Context: an optimization exercise on an open-source flow, tuned for small area and a short achievable clock period. The choices shown serve that exercise and are no tape-out recipe. Function was checked by simulation only, so behaviour that the tests miss may differ from the original. Power is estimated from default activity; no workload was simulated.

==> cedar <==
==> flow/design.v <==
`timescale 1ns / 1ps
module LEGv8_Processor(
    input        clk,
    input        rst,
    input [31:0] inst,
    input [63:0] RD_DM,
    output wire [63:0] PC,
    output wire [63:0] address_DM,
    output wire [63:0] WD_DM,
    output wire        MemRead_DM,
    output wire        MemWrite_DM
    );
    reg  [63:2] pc_q;
    reg         ex_take;
    reg  [63:0] ex_res;
    assign PC = {pc_q, 2'b00};
    always @(posedge clk)
        if (rst)
            pc_q <= 62'd0;
        else if (ex_take)
            pc_q <= ex_res[63:2];
        else
            pc_q <= pc_q + 62'd1;
    wire [10:0] op = inst[31:21];
    wire f_ld  = (op == 11'b11111000010);
    wire f_st  = (op == 11'b11111000000);
    wire f_cbz = (op[10:3] == 8'b10110100);
    wire f_b   = (op[10:5] == 6'b000101);
    wire f_r   = ~(f_ld | f_st | f_cbz | f_b);
    reg [25:0] if_inst;
    reg [4:0]  if_rr2;
    reg [63:2] if_pc;
    reg        if_valid;
    reg        if_ld, if_st, if_cbz, if_b, if_br, if_r, if_sub, if_logic, if_orr;
    always @(posedge clk) begin
        if_inst  <= inst[25:0];
        if_rr2   <= inst[28] ? inst[4:0] : inst[20:16];
        if_pc    <= pc_q;
        if_valid <= ~rst;
        if_ld    <= f_ld;
        if_st    <= f_st;
        if_cbz   <= f_cbz;
        if_b     <= f_b;
        if_br    <= f_cbz | f_b;
        if_r     <= f_r;
        if_sub   <= (op == 11'b11001011000);
        if_logic <= (op == 11'b10001010000) | (op == 11'b10101010000);
        if_orr   <= (op == 11'b10101010000);
    end
    wire d_mem = if_ld | if_st;
    reg [27:0] d_imm;
    always @(*)
        if (d_mem)
            d_imm = {{19{if_inst[20]}}, if_inst[20:12]};
        else if (if_cbz)
            d_imm = {{7{if_inst[23]}}, if_inst[23:5], 2'b00};
        else
            d_imm = {if_inst[25:0], 2'b00};
    reg [63:0] rf [0:31];
    reg [63:0] wb_data;
    reg [4:0]  wb_wr;
    reg        wb_rw;
    wire [63:0] rd1 = rf[if_inst[9:5]];
    wire [63:0] rd2 = rf[if_rr2];
    always @(posedge clk)
        if (rst)
            rf[31] <= 64'd0;
        else if (wb_rw)
            rf[wb_wr] <= wb_data;
    reg [63:0] id_a;
    reg [63:0] id_b;
    reg [27:0] id_imm;
    reg        id_useimm, id_sub, id_logic, id_orr;
    reg [4:0]  id_wr;
    reg        id_ld, id_st, id_cbz, id_b_br, id_rw;
    always @(posedge clk) begin
        id_a      <= if_br ? {if_pc, 2'b00} : rd1;
        id_b      <= rd2;
        id_imm    <= d_imm;
        id_useimm <= ~if_r;
        id_sub    <= if_sub;
        id_logic  <= if_logic;
        id_orr    <= if_orr;
        id_wr     <= if_inst[4:0];
        if (rst) begin
            id_ld   <= 1'b0;
            id_st   <= 1'b0;
            id_cbz  <= 1'b0;
            id_b_br <= 1'b0;
            id_rw   <= 1'b0;
        end else begin
            id_ld   <= if_valid & if_ld;
            id_st   <= if_valid & if_st;
            id_cbz  <= if_valid & if_cbz;
            id_b_br <= if_valid & if_b;
            id_rw   <= if_valid & (if_r | if_ld);
        end
    end
    wire [63:0] op2 = id_useimm ? {{36{id_imm[27]}}, id_imm} : id_b;
    wire [63:0] op2x = id_sub ? ~op2 : op2;
    wire [64:0] sum1 = {id_a, 1'b1} + {op2x, id_sub};
    wire [63:0] sum = sum1[64:1];
    wire [63:0] lgc = id_orr ? (id_a | id_b) : (id_a & id_b);
    wire [63:0] res = id_logic ? lgc : sum;
    wire        take = id_b_br | (id_cbz & ~|id_b);
    reg [63:0] ex_wd;
    reg [4:0]  ex_wr;
    reg        ex_ld, ex_st, ex_rw;
    always @(posedge clk) begin
        ex_res <= res;
        ex_wd  <= id_b;
        ex_wr  <= id_wr;
        if (rst) begin
            ex_ld   <= 1'b0;
            ex_st   <= 1'b0;
            ex_rw   <= 1'b0;
            ex_take <= 1'b0;
        end else begin
            ex_ld   <= id_ld;
            ex_st   <= id_st;
            ex_rw   <= id_rw;
            ex_take <= take;
        end
    end
    assign address_DM  = ex_res;
    assign WD_DM       = ex_wd;
    assign MemRead_DM  = ex_ld;
    assign MemWrite_DM = ex_st;
    always @(posedge clk) begin
        wb_data <= ex_ld ? RD_DM : ex_res;
        wb_wr   <= ex_wr;
        wb_rw   <= ~rst & ex_rw;
    end
endmodule
==> flow/run.sh <==
#!/bin/bash
# synth_recipe.tcl (not shown) runs the flow's synth.tcl, then flattens the netlist and writes it again
# the make line also repeats each setting of config.mk as NAME=value (left out here)
make -C /OpenROAD-flow-scripts/flow DESIGN_CONFIG=/design/flow/config.mk WORK_HOME=/design/flow/orfs CLKGATE_MAP_FILE= SYNTH_SCRIPT=/design/flow/synth_recipe.tcl finish
==> flow/config.mk <==
export PLATFORM = sky130hd
export DESIGN_NAME = LEGv8_Processor
export DESIGN_NICKNAME = LEGv8_Processor
export VERILOG_FILES = /design/flow/design.v
export SDC_FILE = /design/flow/constraint.sdc
export NUM_CORES = 4
export LEC_CHECK = 0
export CAP_MARGIN = 30
export CORE_MARGIN = 2
export CORE_UTILIZATION = 40
export SLEW_MARGIN = 40
==> flow/constraint.sdc <==
create_clock -name core_clock -period 7.3 [get_ports {clk}]
set_input_delay 1.4600 -clock core_clock [delete_from_list [all_inputs] [get_ports {clk}]]
set_output_delay 1.4600 -clock core_clock [all_outputs]
set_load 0.01 [all_outputs]
==> pepper (differences from cedar) <==
==> flow/design.v, changed modules only <==
module LEGv8_Processor(
    input        clk,
    input        rst,
    input [31:0] inst,
    input [63:0] RD_DM,
    output wire [63:0] PC,
    output wire [63:0] address_DM,
    output wire [63:0] WD_DM,
    output wire        MemRead_DM,
    output wire        MemWrite_DM
    );
    reg  [63:2] pc_q;
    reg         ex_take;
    reg  [63:0] ex_res;
    assign PC = {pc_q, 2'b00};
    always @(posedge clk)
        if (rst)
            pc_q <= 62'd0;
        else if (ex_take)
            pc_q <= ex_res[63:2];
        else
            pc_q <= pc_q + 62'd1;
    wire [10:0] op = inst[31:21];
    wire f_ld  = (op == 11'b11111000010);
    wire f_st  = (op == 11'b11111000000);
    wire f_cbz = (op[10:3] == 8'b10110100);
    wire f_b   = (op[10:5] == 6'b000101);
    wire f_r   = ~(f_ld | f_st | f_cbz | f_b);
    reg [25:0] if_inst;
    reg [7:0]  if_s1, if_s2;
    reg [3:0]  if_h1, if_h2;
    reg [63:2] if_pc;
    reg        if_valid;
    reg        if_ld, if_st, if_cbz, if_b, if_br, if_r, if_sub, if_logic, if_orr;
    always @(posedge clk) begin
        if_inst  <= inst[25:0];
        if_s1    <= (f_cbz | f_b) ? 8'd0 : (8'd1 << inst[7:5]);
        if_h1    <= 4'd1 << inst[9:8];
        if_s2    <= 8'd1 << (inst[28] ? inst[2:0] : inst[18:16]);
        if_h2    <= 4'd1 << (inst[28] ? inst[4:3] : inst[20:19]);
        if_pc    <= pc_q;
        if_valid <= ~rst;
        if_ld    <= f_ld;
        if_st    <= f_st;
        if_cbz   <= f_cbz;
        if_b     <= f_b;
        if_br    <= f_cbz | f_b;
        if_r     <= f_r;
        if_sub   <= (op == 11'b11001011000);
        if_logic <= (op == 11'b10001010000) | (op == 11'b10101010000);
        if_orr   <= (op == 11'b10101010000);
    end
    wire d_mem = if_ld | if_st;
    reg [27:0] d_imm;
    always @(*)
        if (d_mem)
            d_imm = {{19{if_inst[20]}}, if_inst[20:12]};
        else if (if_cbz)
            d_imm = {{7{if_inst[23]}}, if_inst[23:5], 2'b00};
        else
            d_imm = {if_inst[25:0], 2'b00};
    reg [63:0] rf [0:31];
    reg [63:0] wb_data;
    reg [31:0] wb_we;             
    reg [63:0] q1 [0:3];
    reg [63:0] q2 [0:3];
    integer k, h;
    always @(*)
        for (h = 0; h < 4; h = h + 1) begin
            q1[h] = 64'd0;
            q2[h] = 64'd0;
            for (k = 0; k < 8; k = k + 1) begin
                q1[h] = q1[h] | ({64{if_s1[k]}} & rf[8*h + k]);
                q2[h] = q2[h] | ({64{if_s2[k]}} & rf[8*h + k]);
            end
        end
    wire [63:0] rd1 = ({64{if_h1[0]}} & q1[0]) | ({64{if_h1[1]}} & q1[1]) |
                      ({64{if_h1[2]}} & q1[2]) | ({64{if_h1[3]}} & q1[3]) |
                      (if_br ? {if_pc, 2'b00} : 64'd0);
    wire [63:0] rd2 = ({64{if_h2[0]}} & q2[0]) | ({64{if_h2[1]}} & q2[1]) |
                      ({64{if_h2[2]}} & q2[2]) | ({64{if_h2[3]}} & q2[3]);
    integer w;
    always @(posedge clk) begin
        for (w = 0; w < 31; w = w + 1)
            if (wb_we[w] & ~rst)
                rf[w] <= wb_data;
        if (rst)
            rf[31] <= 64'd0;
        else if (wb_we[31])
            rf[31] <= wb_data;
    end
    wire [63:0] opb = if_r ? (rd2 ^ {64{if_sub}}) : {{36{d_imm[27]}}, d_imm};
    wire [63:0] p0  = rd1 ^ opb;
    wire [63:0] g0  = rd1 & (opb & {64{~if_logic}});
    wire [63:0] lg  = if_orr ? (rd1 | rd2) : (rd1 & rd2);
    reg [63:0] id_p;
    reg [63:1] id_g;
    reg        id_g0;
    reg [63:0] id_wd;
    reg [4:0]  id_wr;
    reg        id_ld, id_st, id_cbz, id_b_br, id_rw;
    always @(posedge clk) begin
        id_p  <= if_logic ? lg : {p0[63:1], rd1[0] ^ (if_r ? rd2[0] : d_imm[0])};
        id_g  <= g0[63:1];
        id_g0 <= if_sub ? (rd1[0] | ~rd2[0]) : g0[0];
        id_wd     <= rd2;
        id_wr     <= if_inst[4:0];
        if (rst) begin
            id_ld   <= 1'b0;
            id_st   <= 1'b0;
            id_cbz  <= 1'b0;
            id_b_br <= 1'b0;
            id_rw   <= 1'b0;
        end else begin
            id_ld   <= if_valid & if_ld;
            id_st   <= if_valid & if_st;
            id_cbz  <= if_valid & if_cbz;
            id_b_br <= if_valid & if_b;
            id_rw   <= if_valid & (if_r | if_ld);
        end
    end
    reg [63:0] kg [0:6];
    reg [63:0] kp [0:6];
    integer l, j;
    always @(*) begin
        kg[0] = {id_g, id_g0};
        kp[0] = id_p;
        for (l = 0; l < 6; l = l + 1)
            for (j = 0; j < 64; j = j + 1)
                if (j >= (1 << l)) begin
                    kg[l+1][j] = kg[l][j] | (kp[l][j] & kg[l][j - (1 << l)]);
                    kp[l+1][j] = kp[l][j] & kp[l][j - (1 << l)];
                end else begin
                    kg[l+1][j] = kg[l][j];
                    kp[l+1][j] = kp[l][j];
                end
    end
    wire [63:0] res  = id_p ^ {kg[6][62:0], 1'b0};
    wire        take = id_b_br | (id_cbz & ~|id_wd);
    reg [63:0] ex_wd;
    reg [4:0]  ex_wr;
    reg        ex_ld, ex_st, ex_rw;
    always @(posedge clk) begin
        ex_res <= res;
        ex_wd  <= id_wd;
        ex_wr  <= id_wr;
        if (rst) begin
            ex_ld   <= 1'b0;
            ex_st   <= 1'b0;
            ex_rw   <= 1'b0;
            ex_take <= 1'b0;
        end else begin
            ex_ld   <= id_ld;
            ex_st   <= id_st;
            ex_rw   <= id_rw;
            ex_take <= take;
        end
    end
    assign address_DM  = ex_res;
    assign WD_DM       = ex_wd;
    assign MemRead_DM  = ex_ld;
    assign MemWrite_DM = ex_st;
    always @(posedge clk) begin
        wb_data <= ex_ld ? RD_DM : ex_res;
        wb_we   <= (~rst & ex_rw) ? (32'd1 << ex_wr) : 32'd0;
    end
endmodule
--- a/flow/config.mk
+++ b/flow/config.mk
@@ -10,2 +10,6 @@
 export CORE_UTILIZATION = 40
+export CTS_CLUSTER_DIAMETER = 100
+export CTS_CLUSTER_SIZE = 24
+export SETUP_SLACK_MARGIN = 4.8
 export SLEW_MARGIN = 40
+export TNS_END_PERCENT = 0
==> qor summary <==
item	cedar	pepper
Result of the run	no timing/DRC/antenna violations	no timing/DRC/antenna violations
Number of buffers created by CTS	290	121
Power drawn by the sequential cells	17000 uW	21000 uW
P_clk	14700 uW	8120 uW
Post-Place Cell Area	124000 sq um	116000 sq um
Maximum number of buffers from clock root to sink	4	3
Post-synthesis compound-gate area fraction	2.53%	18.9%
Vert. Die Dim	540 um	523 um
Internal reg-to-reg setup slack	2.40 ns	4.02 ns
Initial antenna violation count	20	27
Non-clock buffer area fraction after layout	3.99%	8.09%
Hold path startpoint	ex_wr[1]$_DFF_P_	id_wr[1]$_DFF_P_
Routed length per placed instance	35.8 um	39.9 um
P&R area growth vs syn	16.0%	16.6%
Vias	65829	85680
Fraction of area in registers	54.3%	58.6%
Comb pwr	3530 uW	4920 uW
Multiplexer share of the synthesized area	27.4%	1.51%
Number of placed instances, taps included	9906	11404
Cell-internal power	26500 uW	23700 uW
Routed via count divided by cell count	6.30	7.16
WP buf/inv	2	3
Wirelength, routed	374000 um	477000 um
Final-stage net count	6608	8380
Hold slack	0.320 ns	0.337 ns

-- re-timing with driven ports --
No port has a modelled driver above. Below, the same layouts with a new extraction and two added sets of constraints.
Step 1: set_driving_cell puts a clkbuf_16 on clk and a buf_2 on each other input, an assumption about the parent block.
Step 2 also shifts input and output timing later by t, the mid clock arrival at the registers, as if the neighbouring blocks saw the same clock.
Three values: ideal, step 1, step 2; two values: the first two.
run	t (ns)	setup WS [ns]	worst slew at a driven data input, ns
cedar	0.946	2.400 / 2.400 / 2.400	0.05
pepper	0.924	4.015 / 4.015 / 3.213	0.14
After both steps every run listed still meets setup and hold. The setup slack of pepper, which loses most, moves by 0.000 ns with the drivers and by -0.802 ns with both steps.
